This design comes from an exercise in tuning for small area, a short achievable clock period and few clock cycles per item on the open sky130 flow, not from production work. Function was checked by simulation only, so behaviour that the tests miss may differ from the original. Power and IR drop assume default switching activity.

--- flow/design.v ---
module sub32 (input [31:0] a, input [31:0] b, output [31:0] d, output cout);
wire [31:0] nb = ~b;
wire [31:0] x = a ^ nb;
wire [31:0] g0 = a & nb;
wire [31:0] p0 = a | nb;
wire G_s0_1 = g0[1] | (p0[1] & p0[0]);
wire G_s0_3 = g0[3] | (p0[3] & g0[2]);
wire P_s0_3 = p0[3] & p0[2];
wire G_s0_5 = g0[5] | (p0[5] & g0[4]);
wire P_s0_5 = p0[5] & p0[4];
wire G_s0_7 = g0[7] | (p0[7] & g0[6]);
wire P_s0_7 = p0[7] & p0[6];
wire G_s0_9 = g0[9] | (p0[9] & g0[8]);
wire P_s0_9 = p0[9] & p0[8];
wire G_s0_11 = g0[11] | (p0[11] & g0[10]);
wire P_s0_11 = p0[11] & p0[10];
wire G_s0_13 = g0[13] | (p0[13] & g0[12]);
wire P_s0_13 = p0[13] & p0[12];
wire G_s0_15 = g0[15] | (p0[15] & g0[14]);
wire P_s0_15 = p0[15] & p0[14];
wire G_s0_17 = g0[17] | (p0[17] & g0[16]);
wire P_s0_17 = p0[17] & p0[16];
wire G_s0_19 = g0[19] | (p0[19] & g0[18]);
wire P_s0_19 = p0[19] & p0[18];
wire G_s0_21 = g0[21] | (p0[21] & g0[20]);
wire P_s0_21 = p0[21] & p0[20];
wire G_s0_23 = g0[23] | (p0[23] & g0[22]);
wire P_s0_23 = p0[23] & p0[22];
wire G_s0_25 = g0[25] | (p0[25] & g0[24]);
wire P_s0_25 = p0[25] & p0[24];
wire G_s0_27 = g0[27] | (p0[27] & g0[26]);
wire P_s0_27 = p0[27] & p0[26];
wire G_s0_29 = g0[29] | (p0[29] & g0[28]);
wire P_s0_29 = p0[29] & p0[28];
wire G_s0_31 = g0[31] | (p0[31] & g0[30]);
wire P_s0_31 = p0[31] & p0[30];
wire G_s1_2 = g0[2] | (p0[2] & G_s0_1);
wire G_s1_3 = G_s0_3 | (P_s0_3 & G_s0_1);
wire G_s1_6 = g0[6] | (p0[6] & G_s0_5);
wire P_s1_6 = p0[6] & P_s0_5;
wire G_s1_7 = G_s0_7 | (P_s0_7 & G_s0_5);
wire P_s1_7 = P_s0_7 & P_s0_5;
wire G_s1_10 = g0[10] | (p0[10] & G_s0_9);
wire P_s1_10 = p0[10] & P_s0_9;
wire G_s1_11 = G_s0_11 | (P_s0_11 & G_s0_9);
wire P_s1_11 = P_s0_11 & P_s0_9;
wire G_s1_14 = g0[14] | (p0[14] & G_s0_13);
wire P_s1_14 = p0[14] & P_s0_13;
wire G_s1_15 = G_s0_15 | (P_s0_15 & G_s0_13);
wire P_s1_15 = P_s0_15 & P_s0_13;
wire G_s1_18 = g0[18] | (p0[18] & G_s0_17);
wire P_s1_18 = p0[18] & P_s0_17;
wire G_s1_19 = G_s0_19 | (P_s0_19 & G_s0_17);
wire P_s1_19 = P_s0_19 & P_s0_17;
wire G_s1_22 = g0[22] | (p0[22] & G_s0_21);
wire P_s1_22 = p0[22] & P_s0_21;
wire G_s1_23 = G_s0_23 | (P_s0_23 & G_s0_21);
wire P_s1_23 = P_s0_23 & P_s0_21;
wire G_s1_26 = g0[26] | (p0[26] & G_s0_25);
wire P_s1_26 = p0[26] & P_s0_25;
wire G_s1_27 = G_s0_27 | (P_s0_27 & G_s0_25);
wire P_s1_27 = P_s0_27 & P_s0_25;
wire G_s1_30 = g0[30] | (p0[30] & G_s0_29);
wire P_s1_30 = p0[30] & P_s0_29;
wire G_s1_31 = G_s0_31 | (P_s0_31 & G_s0_29);
wire P_s1_31 = P_s0_31 & P_s0_29;
wire G_s2_4 = g0[4] | (p0[4] & G_s1_3);
wire G_s2_5 = G_s0_5 | (P_s0_5 & G_s1_3);
wire G_s2_6 = G_s1_6 | (P_s1_6 & G_s1_3);
wire G_s2_7 = G_s1_7 | (P_s1_7 & G_s1_3);
wire G_s2_12 = g0[12] | (p0[12] & G_s1_11);
wire P_s2_12 = p0[12] & P_s1_11;
wire G_s2_13 = G_s0_13 | (P_s0_13 & G_s1_11);
wire P_s2_13 = P_s0_13 & P_s1_11;
wire G_s2_14 = G_s1_14 | (P_s1_14 & G_s1_11);
wire P_s2_14 = P_s1_14 & P_s1_11;
wire G_s2_15 = G_s1_15 | (P_s1_15 & G_s1_11);
wire P_s2_15 = P_s1_15 & P_s1_11;
wire G_s2_20 = g0[20] | (p0[20] & G_s1_19);
wire P_s2_20 = p0[20] & P_s1_19;
wire G_s2_21 = G_s0_21 | (P_s0_21 & G_s1_19);
wire P_s2_21 = P_s0_21 & P_s1_19;
wire G_s2_22 = G_s1_22 | (P_s1_22 & G_s1_19);
wire P_s2_22 = P_s1_22 & P_s1_19;
wire G_s2_23 = G_s1_23 | (P_s1_23 & G_s1_19);
wire P_s2_23 = P_s1_23 & P_s1_19;
wire G_s2_28 = g0[28] | (p0[28] & G_s1_27);
wire P_s2_28 = p0[28] & P_s1_27;
wire G_s2_29 = G_s0_29 | (P_s0_29 & G_s1_27);
wire P_s2_29 = P_s0_29 & P_s1_27;
wire G_s2_30 = G_s1_30 | (P_s1_30 & G_s1_27);
wire P_s2_30 = P_s1_30 & P_s1_27;
wire G_s2_31 = G_s1_31 | (P_s1_31 & G_s1_27);
wire P_s2_31 = P_s1_31 & P_s1_27;
wire G_s3_8 = g0[8] | (p0[8] & G_s2_7);
wire G_s3_9 = G_s0_9 | (P_s0_9 & G_s2_7);
wire G_s3_10 = G_s1_10 | (P_s1_10 & G_s2_7);
wire G_s3_11 = G_s1_11 | (P_s1_11 & G_s2_7);
wire G_s3_12 = G_s2_12 | (P_s2_12 & G_s2_7);
wire G_s3_13 = G_s2_13 | (P_s2_13 & G_s2_7);
wire G_s3_14 = G_s2_14 | (P_s2_14 & G_s2_7);
wire G_s3_15 = G_s2_15 | (P_s2_15 & G_s2_7);
wire G_s3_24 = g0[24] | (p0[24] & G_s2_23);
wire P_s3_24 = p0[24] & P_s2_23;
wire G_s3_25 = G_s0_25 | (P_s0_25 & G_s2_23);
wire P_s3_25 = P_s0_25 & P_s2_23;
wire G_s3_26 = G_s1_26 | (P_s1_26 & G_s2_23);
wire P_s3_26 = P_s1_26 & P_s2_23;
wire G_s3_27 = G_s1_27 | (P_s1_27 & G_s2_23);
wire P_s3_27 = P_s1_27 & P_s2_23;
wire G_s3_28 = G_s2_28 | (P_s2_28 & G_s2_23);
wire P_s3_28 = P_s2_28 & P_s2_23;
wire G_s3_29 = G_s2_29 | (P_s2_29 & G_s2_23);
wire P_s3_29 = P_s2_29 & P_s2_23;
wire G_s3_30 = G_s2_30 | (P_s2_30 & G_s2_23);
wire P_s3_30 = P_s2_30 & P_s2_23;
wire G_s3_31 = G_s2_31 | (P_s2_31 & G_s2_23);
wire P_s3_31 = P_s2_31 & P_s2_23;
wire G_s4_16 = g0[16] | (p0[16] & G_s3_15);
wire G_s4_17 = G_s0_17 | (P_s0_17 & G_s3_15);
wire G_s4_18 = G_s1_18 | (P_s1_18 & G_s3_15);
wire G_s4_19 = G_s1_19 | (P_s1_19 & G_s3_15);
wire G_s4_20 = G_s2_20 | (P_s2_20 & G_s3_15);
wire G_s4_21 = G_s2_21 | (P_s2_21 & G_s3_15);
wire G_s4_22 = G_s2_22 | (P_s2_22 & G_s3_15);
wire G_s4_23 = G_s2_23 | (P_s2_23 & G_s3_15);
wire G_s4_24 = G_s3_24 | (P_s3_24 & G_s3_15);
wire G_s4_25 = G_s3_25 | (P_s3_25 & G_s3_15);
wire G_s4_26 = G_s3_26 | (P_s3_26 & G_s3_15);
wire G_s4_27 = G_s3_27 | (P_s3_27 & G_s3_15);
wire G_s4_28 = G_s3_28 | (P_s3_28 & G_s3_15);
wire G_s4_29 = G_s3_29 | (P_s3_29 & G_s3_15);
wire G_s4_30 = G_s3_30 | (P_s3_30 & G_s3_15);
wire G_s4_31 = G_s3_31 | (P_s3_31 & G_s3_15);
assign d[0] = ~x[0];
assign d[1] = x[1] ^ p0[0];
assign d[2] = x[2] ^ G_s0_1;
assign d[3] = x[3] ^ G_s1_2;
assign d[4] = x[4] ^ G_s1_3;
assign d[5] = x[5] ^ G_s2_4;
assign d[6] = x[6] ^ G_s2_5;
assign d[7] = x[7] ^ G_s2_6;
assign d[8] = x[8] ^ G_s2_7;
assign d[9] = x[9] ^ G_s3_8;
assign d[10] = x[10] ^ G_s3_9;
assign d[11] = x[11] ^ G_s3_10;
assign d[12] = x[12] ^ G_s3_11;
assign d[13] = x[13] ^ G_s3_12;
assign d[14] = x[14] ^ G_s3_13;
assign d[15] = x[15] ^ G_s3_14;
assign d[16] = x[16] ^ G_s3_15;
assign d[17] = x[17] ^ G_s4_16;
assign d[18] = x[18] ^ G_s4_17;
assign d[19] = x[19] ^ G_s4_18;
assign d[20] = x[20] ^ G_s4_19;
assign d[21] = x[21] ^ G_s4_20;
assign d[22] = x[22] ^ G_s4_21;
assign d[23] = x[23] ^ G_s4_22;
assign d[24] = x[24] ^ G_s4_23;
assign d[25] = x[25] ^ G_s4_24;
assign d[26] = x[26] ^ G_s4_25;
assign d[27] = x[27] ^ G_s4_26;
assign d[28] = x[28] ^ G_s4_27;
assign d[29] = x[29] ^ G_s4_28;
assign d[30] = x[30] ^ G_s4_29;
assign d[31] = x[31] ^ G_s4_30;
assign cout = G_s4_31;
endmodule
module divider #(parameter size=32)
(
	input [size-1:0] dividend,
	input [size-1:0] divisor,
	input clk, reset, start,
	output [size-1:0] quotient,
	output [size-1:0] remainder,
	output error,
	output done
);
localparam [2:0] ST_IDLE = 3'b000, ST_ALIGN = 3'b001, ST_ITER = 3'b010,
                 ST_DONE = 3'b100, ST_ERR = 3'b101;
reg [2:0] state;
reg [31:0] rem_r, dvs_r, quo_r;
reg [4:0] cnt;    
reg [4:0] lza_r;  
function [2:0] lz4(input [3:0] v);
	begin
		lz4[2] = ~|v;
		lz4[1] = ~|v[3:2];
		lz4[0] = v[3] ? 1'b0 : v[2] ? 1'b1 : ~v[1];
	end
endfunction
function [3:0] lz8(input [7:0] v);
	reg [2:0] h, l;
	begin
		h = lz4(v[7:4]);
		l = lz4(v[3:0]);
		lz8 = {h[2] & l[2], h[2], h[2] ? l[1:0] : h[1:0]};
	end
endfunction
function [4:0] lz16(input [15:0] v);
	reg [3:0] h, l;
	begin
		h = lz8(v[15:8]);
		l = lz8(v[7:0]);
		lz16 = {h[3] & l[3], h[3], h[3] ? l[2:0] : h[2:0]};
	end
endfunction
function [5:0] lz32(input [31:0] v);
	reg [4:0] h, l;
	begin
		h = lz16(v[31:16]);
		l = lz16(v[15:0]);
		lz32 = {h[4] & l[4], h[4], h[4] ? l[3:0] : h[3:0]};
	end
endfunction
function [31:0] smear(input [31:0] v);
	reg [31:0] s;
	begin
		s = v | (v >> 1);
		s = s | (s >> 2);
		s = s | (s >> 4);
		s = s | (s >> 8);
		smear = s | (s >> 16);
	end
endfunction
wire [5:0] lz_a = lz32(dividend);
wire [5:0] lz_b = lz32(divisor);
wire [4:0] dsh  = cnt - lza_r;                          
wire       b_zero = ~|divisor;
wire       q_zero = |(divisor & ~smear(dividend));       
wire [31:0] diff;
wire        fits;     
sub32 u_sub (.a(rem_r), .b(dvs_r), .d(diff), .cout(fits));
wire in_idle  = (state == ST_IDLE);
wire in_align = (state == ST_ALIGN);
wire in_iter  = (state == ST_ITER);
always @(posedge clk) begin
	if (reset)
		state <= ST_IDLE;
	else case (state)
		ST_IDLE:  if (start) state <= b_zero ? ST_ERR : q_zero ? ST_DONE : ST_ALIGN;
		ST_ALIGN: state <= ST_ITER;
		ST_ITER:  if (cnt == 5'd31) state <= ST_DONE;
		default:  state <= ST_IDLE;
	endcase
end
always @(posedge clk) begin
	if (in_idle) begin
		dvs_r <= divisor;
		quo_r <= 32'd0;
		cnt   <= lz_b[4:0];
	end else begin
		dvs_r <= in_align ? dvs_r << dsh : dvs_r >> 1;
		quo_r <= {quo_r[30:0], fits & in_iter};
		cnt   <= cnt + (in_align ? ~lza_r : 5'b11111);    
	end
end
always @(posedge clk)
	lza_r <= lz_a[4:0];
always @(posedge clk) begin
	if (in_idle)
		rem_r <= dividend;
	else if (in_iter & fits)
		rem_r <= diff;
end
assign quotient  = quo_r;
assign remainder = rem_r;
assign error     = state[2] & state[0];
assign done      = state[2];
endmodule
--- flow/config.mk ---
export PLATFORM = sky130hd
export DESIGN_NAME = divider
export DESIGN_NICKNAME = divider
export VERILOG_FILES = /design/flow/design.v
export SDC_FILE = /design/flow/constraint.sdc
export NUM_CORES = 4
export LEC_CHECK = 0
export CAP_MARGIN = 20
export CORE_MARGIN = 2
export CORE_UTILIZATION = 40
export SETUP_SLACK_MARGIN = 2.5
export SLEW_MARGIN = 20
--- flow/run.sh ---
#!/bin/bash
# synth_recipe.tcl (not shown) runs the flow's synth.tcl, then flattens the netlist and writes it again
# the make line also repeats each setting of config.mk as NAME=value (left out here)
make -C /OpenROAD-flow-scripts/flow DESIGN_CONFIG=/design/flow/config.mk WORK_HOME=/design/flow/orfs CLKGATE_MAP_FILE= SYNTH_SCRIPT=/design/flow/synth_recipe.tcl finish
--- flow/constraint.sdc ---
create_clock -name core_clock -period 5.0 [get_ports {clk}]
set_input_delay 1.0000 -clock core_clock [delete_from_list [all_inputs] [get_ports {clk}]]
set_output_delay 1.0000 -clock core_clock [all_outputs]
set_load 0.01 [all_outputs]
==> flow_summary.ini, run 1 <==
[global_route]
antenna_found_initial = 0
grt_overflow = 0
grt_pass1_vias = 7918
grt_pass1_wl_um = 44400
grt_usage = 0.258
grt_start_max_net_pins = 110

[worst_hold_path]
min_path_type = flip-flop to flip-flop
min_from = quo_r[24]

[critical_path]
reg2reg_from = cnt[0]
required_ns = 5.11
critPathTopFamily = adder cells
path_class = flip-flop to flip-flop
cp-start-kind = flip-flop
endpoint_kind = flip-flop
startpoint = cnt[0]
cp_data_arrival_time_ns = 3.13
path_max_fanout = 6
slowest_delay_ns = 0.81
cp_cell_sequence = inv_2 -> ha_4 -> inv_2 -> fa_4 -> buf_12 -> mux4_2 -> mux2i_1 -> inv_1 -> mux2i_1 -> nand2_1 -> o311ai_2 -> nand3_1
crit_buf_inv = 4
slowest_stage = fa_4

[timing]
setup_viol_count_final = 0
slew_headroom = 0.438
setup_tns_ns = 0
rsz0062_at_grt = yes
period_needed_ns = 3.02
fmax_mhz = 331
worst_pin_slew_ns = 0.840
finalHoldViolCount = 0
final.setup.worst_slack_ns = 1.98
period_share = 0.604
finClkSkew_ns = 0.0146
drv_slew = 0

[routing]
wl_per_cell_um = 20.5
dr.pass1.iters = 5
vias_per_cell = 5.79
antenna_left = 0
wirelength_um = 29500
drtIter0Drc = 793
vias = 8322
route.detailed.drc = 0

[clock_tree]
clk_latency_ns = 0.37
holdBufCountCts = 0
clkTransAtPathRegs_ns = 0.09
cts_made_buffers = 9
cts_max_path_buffers = 2
cts_tree = yes
cts_num_sinks = 109
cts-root-buf = clkbuf_16
cts_max_level = 3

[finish]
syn2layout_area_growth_pct = 40.1
n_antenna_cell = 0
fillers = 1922
layout.nets = 1300
final_common_cell = nor2_1
drive_gt1_frac = 0.248
final_cell_mix = nor2_1, inv_1, nand2_1

[power]
p_leak_nw = 4.90
peakVddDrop_v = 0.000220
pwr_density_cell_mw_per_mm2 = 497

[floorplanning]
chipHeight_um = 149
core.rowCount = 53
die-area_mm2 = 0.0222
fp.dieW_um = 149
core_area_mm2 = 0.0208
pin_count = 133
start_util = 0.404

[synth]
syn_inst = 984
netlist_area_mm2 = 0.00840
async_flop_share = 0
ys_seq_area_frac = 0.300
syn-mean-instance-area_um2 = 8.54
synth.distinct_cells = 74
ys.flop_type = dfxtp_1
synth_nets = 1127
synth-warning-count = 1
ys_seq_elements = 109
synth_edf_count = 34

[placement]
dp_slack_ns = 1.52
gp_routability_congestion = 0.957
hpwl_um = 20400
port_buffers = 132

[run]
maxCapViolCount = 0

[outcome]
status = finished clean
==> worst reg2reg max path, cell delays in order, from the launching register on <==
cell and delay, ns:
dfxtp_2 0.33, inv_2 0.06, ha_4 0.11, inv_2 0.04, fa_4 0.81, buf_12 0.15, mux4_2 0.51, mux2i_1 0.18
inv_1 0.07, mux2i_1 0.21, nand2_1 0.11, o311ai_2 0.10, nand3_1 0.10
==> final cells by class <==
type                            count  area (um^2)  share of cell area
Clock inverter                      7         88.8             0.00754
Multi-Input combinational cell    731         6200               0.526
Timing Repair Buffer              205         1990               0.169
Clock buffer                        9          225              0.0191
Sequential cell                   109         2550               0.216
Inverter                          101          383              0.0325
Tap cell                          275          344              0.0292
==> routing by layer <==
layer | global-route usage | part of all wire | vias to the layer above | wire length [um]
met2 | 0.406 | 0.46 | 449 | 13600
li1 | - | - | 3842 | -
met5 | 0 | 0 | - | 0
met3 | 0.0612 | 0.092 | 63 | 2700
met4 | 0.0729 | 0.024 | 0 | 722
met1 | 0.356 | 0.42 | 3968 | 12500
==> worst paths after layout <==
| check | slack (ns) | cells past startpoint | endpoint |
|---|---|---|---|
| max | 1.98 | 12 | dvs_r[30] |
| min | 0.47 | 1 | quo_r[25] |
| max reg2reg | 1.98 | 12 | dvs_r[30] |
| min reg2reg | 0.47 | 1 | quo_r[25] |
==> logic make-up (layout without fill, tap and decap cells) <==
family,Yosys count,count (layout),synth area share
buffers and inverters,145,322,0.0686
AND/OR/NAND/NOR,328,328,0.187
XOR/XNOR,33,33,0.0344
multiplexers,51,51,0.0986
flip-flops,109,109,0.300
adder cells (fa/ha/maj),76,76,0.119
AO/OA/AOI/OAI,242,243,0.192
==> repair_timing <==
item | 4_1_cts | 5_1_grt
cloned | 1 | 2
endpoints found under the setup margin | 95 | 99
pin swaps | 57 | 53
gates resized for setup | 194 | 107
setup buffers | 37 | 25
==> metrics by stage <==
step | instance area (um^2) | cells | hold slack (ns) | util | power [mW]
3_5_place_dp | 10000 | 1356 | 0.452 | 0.482 | 4.07
3_3_place_gp | 10000 | 1356 | 0.444 | 0.482 | 4.05
4_1_cts | 11100 | 1410 | 0.469 | 0.534 | 5.33
2_1_floorplan | 8490 | 984 | 0.465 | - | 3.25
5_1_grt | 11800 | 1437 | 0.479 | 0.566 | 6.19
6_report | 11800 | 1437 | 0.465 | 0.566 | 5.86
==> Yosys cell counts, types with 9 or more instances <==
library cell,number,area [um^2]
edfxtp_1,34,1020
mux2i_1,22,220
dfxtp_1,75,1500
a211oi_1,9,67.6
clkbuf_1,24,90.1
nand2_1,94,353
a221oi_1,13,114
ha_1,69,863
nor2b_1,40,250
and3_1,9,56.3
nor3_1,11,55.1
o211ai_1,11,82.6
nor4_1,17,106
xnor2_1,15,131
buf_2,11,55.1
o21bai_1,13,97.6
mux4_2,25,563
o21ai_0,44,220
nor2_1,110,413
a21o_1,10,75.1
o31ai_1,13,97.6
a21oi_1,67,335
xor2_1,18,158
nand3_1,16,80.1
inv_1,101,379
==> flip-flops by register name, indices dropped and copies added, names as in the netlist <==
name and cells:
lza_r 5, state 3, quo_r 32, dvs_r 32
rem_r 32, cnt 5
==> report_power, final <==
group | internal [mW] | switching (mW) | leakage [nW]
clock network | 0.362 | 0.401 | 0.152
logic | 1.76 | 2.01 | 3.78
registers | 1.11 | 0.217 | 0.967
total | 3.23 | 2.63 | 4.90
Testbench counts, summed over its fixed seeds: cycles 20,476, items 2,400.
==> run 2: changes to the inputs <==
==> flow/flow/run.sh (new file) <==
#!/bin/bash
# Layout flow: the standard flow (standard.sh, unchanged synthesis and
# steps), except that the port buffers that global placement inserts are
# sky130_fd_sc_hd__buf_1 cells instead of the default choice. Every input and
# output port still gets its own buffer, and timing repair may resize them.
set -euo pipefail
bash standard.sh "BUFFER_PORTS_ARGS=-buffer_cell sky130_fd_sc_hd__buf_1" finish > standard.log 2>&1
==> flow/standard.sh (new file) <==
#!/bin/bash
# synth_recipe.tcl (not shown) runs the flow's synth.tcl, then flattens the netlist and writes it again
# the make line also repeats each setting of config.mk as NAME=value (left out here)
make -C /OpenROAD-flow-scripts/flow DESIGN_CONFIG=/design/flow/config.mk WORK_HOME=/design/flow/orfs CLKGATE_MAP_FILE= SYNTH_SCRIPT=/design/flow/synth_recipe.tcl "${@:-finish}"
removed: flow/run.sh
==> flow_summary.ini, run 2 <==
[outcome]
status = finished clean

[synth]
synth.area.top_cells = dfxtp_1, edfxtp_1, ha_1
async_flop_share = 0
synth.most_common_cell = nor2_1
syn_inst = 984
synth-warning-count = 1
ys_seq_elements = 109
ys.flop_type = dfxtp_1
syn-mean-instance-area_um2 = 8.54
synth_nets = 1127
synth_edf_count = 34
yosys.area.top_type = dfxtp_1
netlist_area_mm2 = 0.00840
ys_seq_area_frac = 0.300
ys_top_cells_by_count = nor2_1, inv_1, nand2_1
yosysTopAreaCellShare = 0.179
synth.distinct_cells = 74

[clock_tree]
cts_max_level = 3
cts_made_buffers = 9
cts_num_sinks = 109
clk_latency_ns = 0.37
cts-root-buf = clkbuf_16
cts_tree = yes
clkTransAtPathRegs_ns = 0.09
cts_max_path_buffers = 2

[routing]
wirelength_um = 30100
met2_length_um = 14400
dr.pass1.iters = 6
route.detailed.drc = 0
antenna_left = 0
dr.max_layer_used = met4
vias = 8431
wl_per_cell_um = 21.0
wl_met1_um = 12200
wl_met3_um = 2540
drtIter0Drc = 988
vias_per_cell = 5.87

[critical_path]
cp_cell_sequence = inv_2 -> ha_4 -> inv_2 -> fa_4 -> buf_4 -> clkbuf_16 -> mux4_2 -> mux2i_1 -> nand2_1 -> nand3_1 -> a311oi_1 -> a21o_1
cpMostUsedCell = inv_2
required_ns = 5.27
path_class = flip-flop to flip-flop
r2r_slack_ns = 1.87
cp_data_arrival_time_ns = 3.39
endpoint_kind = flip-flop
slowest_delay_ns = 0.80
cp-start-kind = flip-flop
path_max_fanout = 5
slowest_stage = fa_4

[placement]
hpwl_um = 19800
port_buffers = 132
gp_routability_congestion = 0.925
place_area_mm2 = 0.00920

[timing]
setup_viol_count_final = 0
period_needed_ns = 3.13
drv_slew = 0
finClkSkew_ns = 0.0105
fmax_mhz = 320
setup_tns_ns = 0
slew_headroom = 0.439
worst_pin_slew_ns = 0.841
rsz0062_at_grt = yes
finalHoldViolCount = 0
period_share = 0.625

[global_route]
grt_start_max_net_pins = 76
grt_pass1_wl_um = 45100
antenna_found_initial = 0
grt_overflow = 0
grt_usage = 0.263
grt_pass1_vias = 8001

[floorplanning]
core_area_mm2 = 0.0208
core.rowCount = 53
fp.dieW_um = 149
chipHeight_um = 149
start_util = 0.404
die-area_mm2 = 0.0222
pin_count = 133

[finish]
final_area_mm2 = 0.0111
regArea_mm2 = 0.00255
fin_util = 0.532
syn2layout_area_growth_pct = 31.9
fillers = 1984
reg_top3 = dvs_r (32), quo_r (32), rem_r (32)
drive_gt1_frac = 0.246
layout.nets = 1299
final_cell_mix = buf_1, nor2_1, inv_1
multiInputGateArea_mm2 = 0.00620
final_common_cell = buf_1
n_antenna_cell = 0

[power]
finalPower_mw = 5.94
peakVddDrop_v = 0.000299
p_leak_nw = 4.51
pwr_density_cell_mw_per_mm2 = 536

[run]
maxCapViolCount = 0

[worst_hold_path]
min_path_type = flip-flop to flip-flop
==> run 2: cell type report <==
type / count / share of cell area
clock buffer: 9 / 0.0203
clock inverter: 7 / 0.00847
inverter: 101 / 0.0346
multi-input combinational: 732 / 0.559
sequential: 109 / 0.230
tap: 275 / 0.0311
timing repair buffer: 203 / 0.116
==> run 2: layer usage <==
metal / GRT usage / vias to the layer above
met3: 0.0520 / 85
li1: - / 3851
met2: 0.424 / 430
met1: 0.353 / 4065
met5: 0 / -
met4: 0.0952 / 0
==> run 2: worst paths after layout <==
kind              startpoint  depth (start not counted)        end
setup / recovery      cnt[0]                         12  dvs_r[24]
hold / removal     quo_r[11]                          1  quo_r[12]
setup reg to reg      cnt[0]                         12  dvs_r[24]
hold reg to reg    quo_r[11]                          1  quo_r[12]
==> run 2: cells by family after synthesis <==
logic type,Yosys count,share of synthesized area
mux,51,0.0986
buf+inv,145,0.0686
xor+xnor,33,0.0344
flops,109,0.300
simple gates,328,0.187
compound gates,242,0.192
fa+ha+maj,76,0.119
==> run 2: critical path: cells and delay by family (launching register included) <==
kind | cells | cell delay [ns]
AO/OA/AOI/OAI | 2 | 0.31
adder cells (fa/ha/maj) | 2 | 0.92
buffers and inverters | 4 | 0.40
flip-flops | 1 | 0.33
multiplexers | 2 | 0.82
AND/OR/NAND/NOR | 2 | 0.26
==> run 2: where the power goes <==
group          switching, mW  total, mW  leakage, nW  internal, mW
Clock                  0.418      0.787        0.154         0.369
Combinational           2.10       3.84         3.38          1.74
Sequential             0.206       1.32        0.967          1.11
==> run 2: timing repair <==
| item | 4_1_cts | 5_1_grt |
|---|---|---|
| buffers inserted | 43 | 16 |
| resized for setup | 118 | 113 |
| pin swaps | 47 | 61 |
| gates cloned | 3 | 2 |
| setup endpoints to repair | 89 | 99 |
| hold buffers | 0 | 0 |
==> run 2: stage by stage <==
step                      setup slack, ns  hold slack (ns)  std cells
final                                1.87            0.466       1436
after CTS                            1.99            0.469       1418
after global routing                 1.79            0.479       1436
after detailed placement             1.52            0.452       1356
after global placement               1.47            0.442       1356
after floorplan                      2.31            0.465        984

## re-timing with driven ports
The results above use ideal ports. As a check the final layouts listed here were re-extracted and re-timed, cells and wires unchanged.
Step 1, drivers: a clkbuf_16 drives clk and a buf_2 each remaining input, both assumed.
Step 2 also shifts input and output timing later by t, the mid clock arrival at the registers, as if the neighbouring blocks saw the same clock.
a / b / c = no drivers / after step 1 / after step 2; a / b = the first two.
run | t (ns) | setup slack, ns | cell pins on the clock port's net
run 1 | 0.410 | 1.981 / 1.981 / 1.981 | 1
run 2 | 0.415 | 1.874 / 1.874 / 1.874 | 1
After both steps every run listed still meets setup and hold.
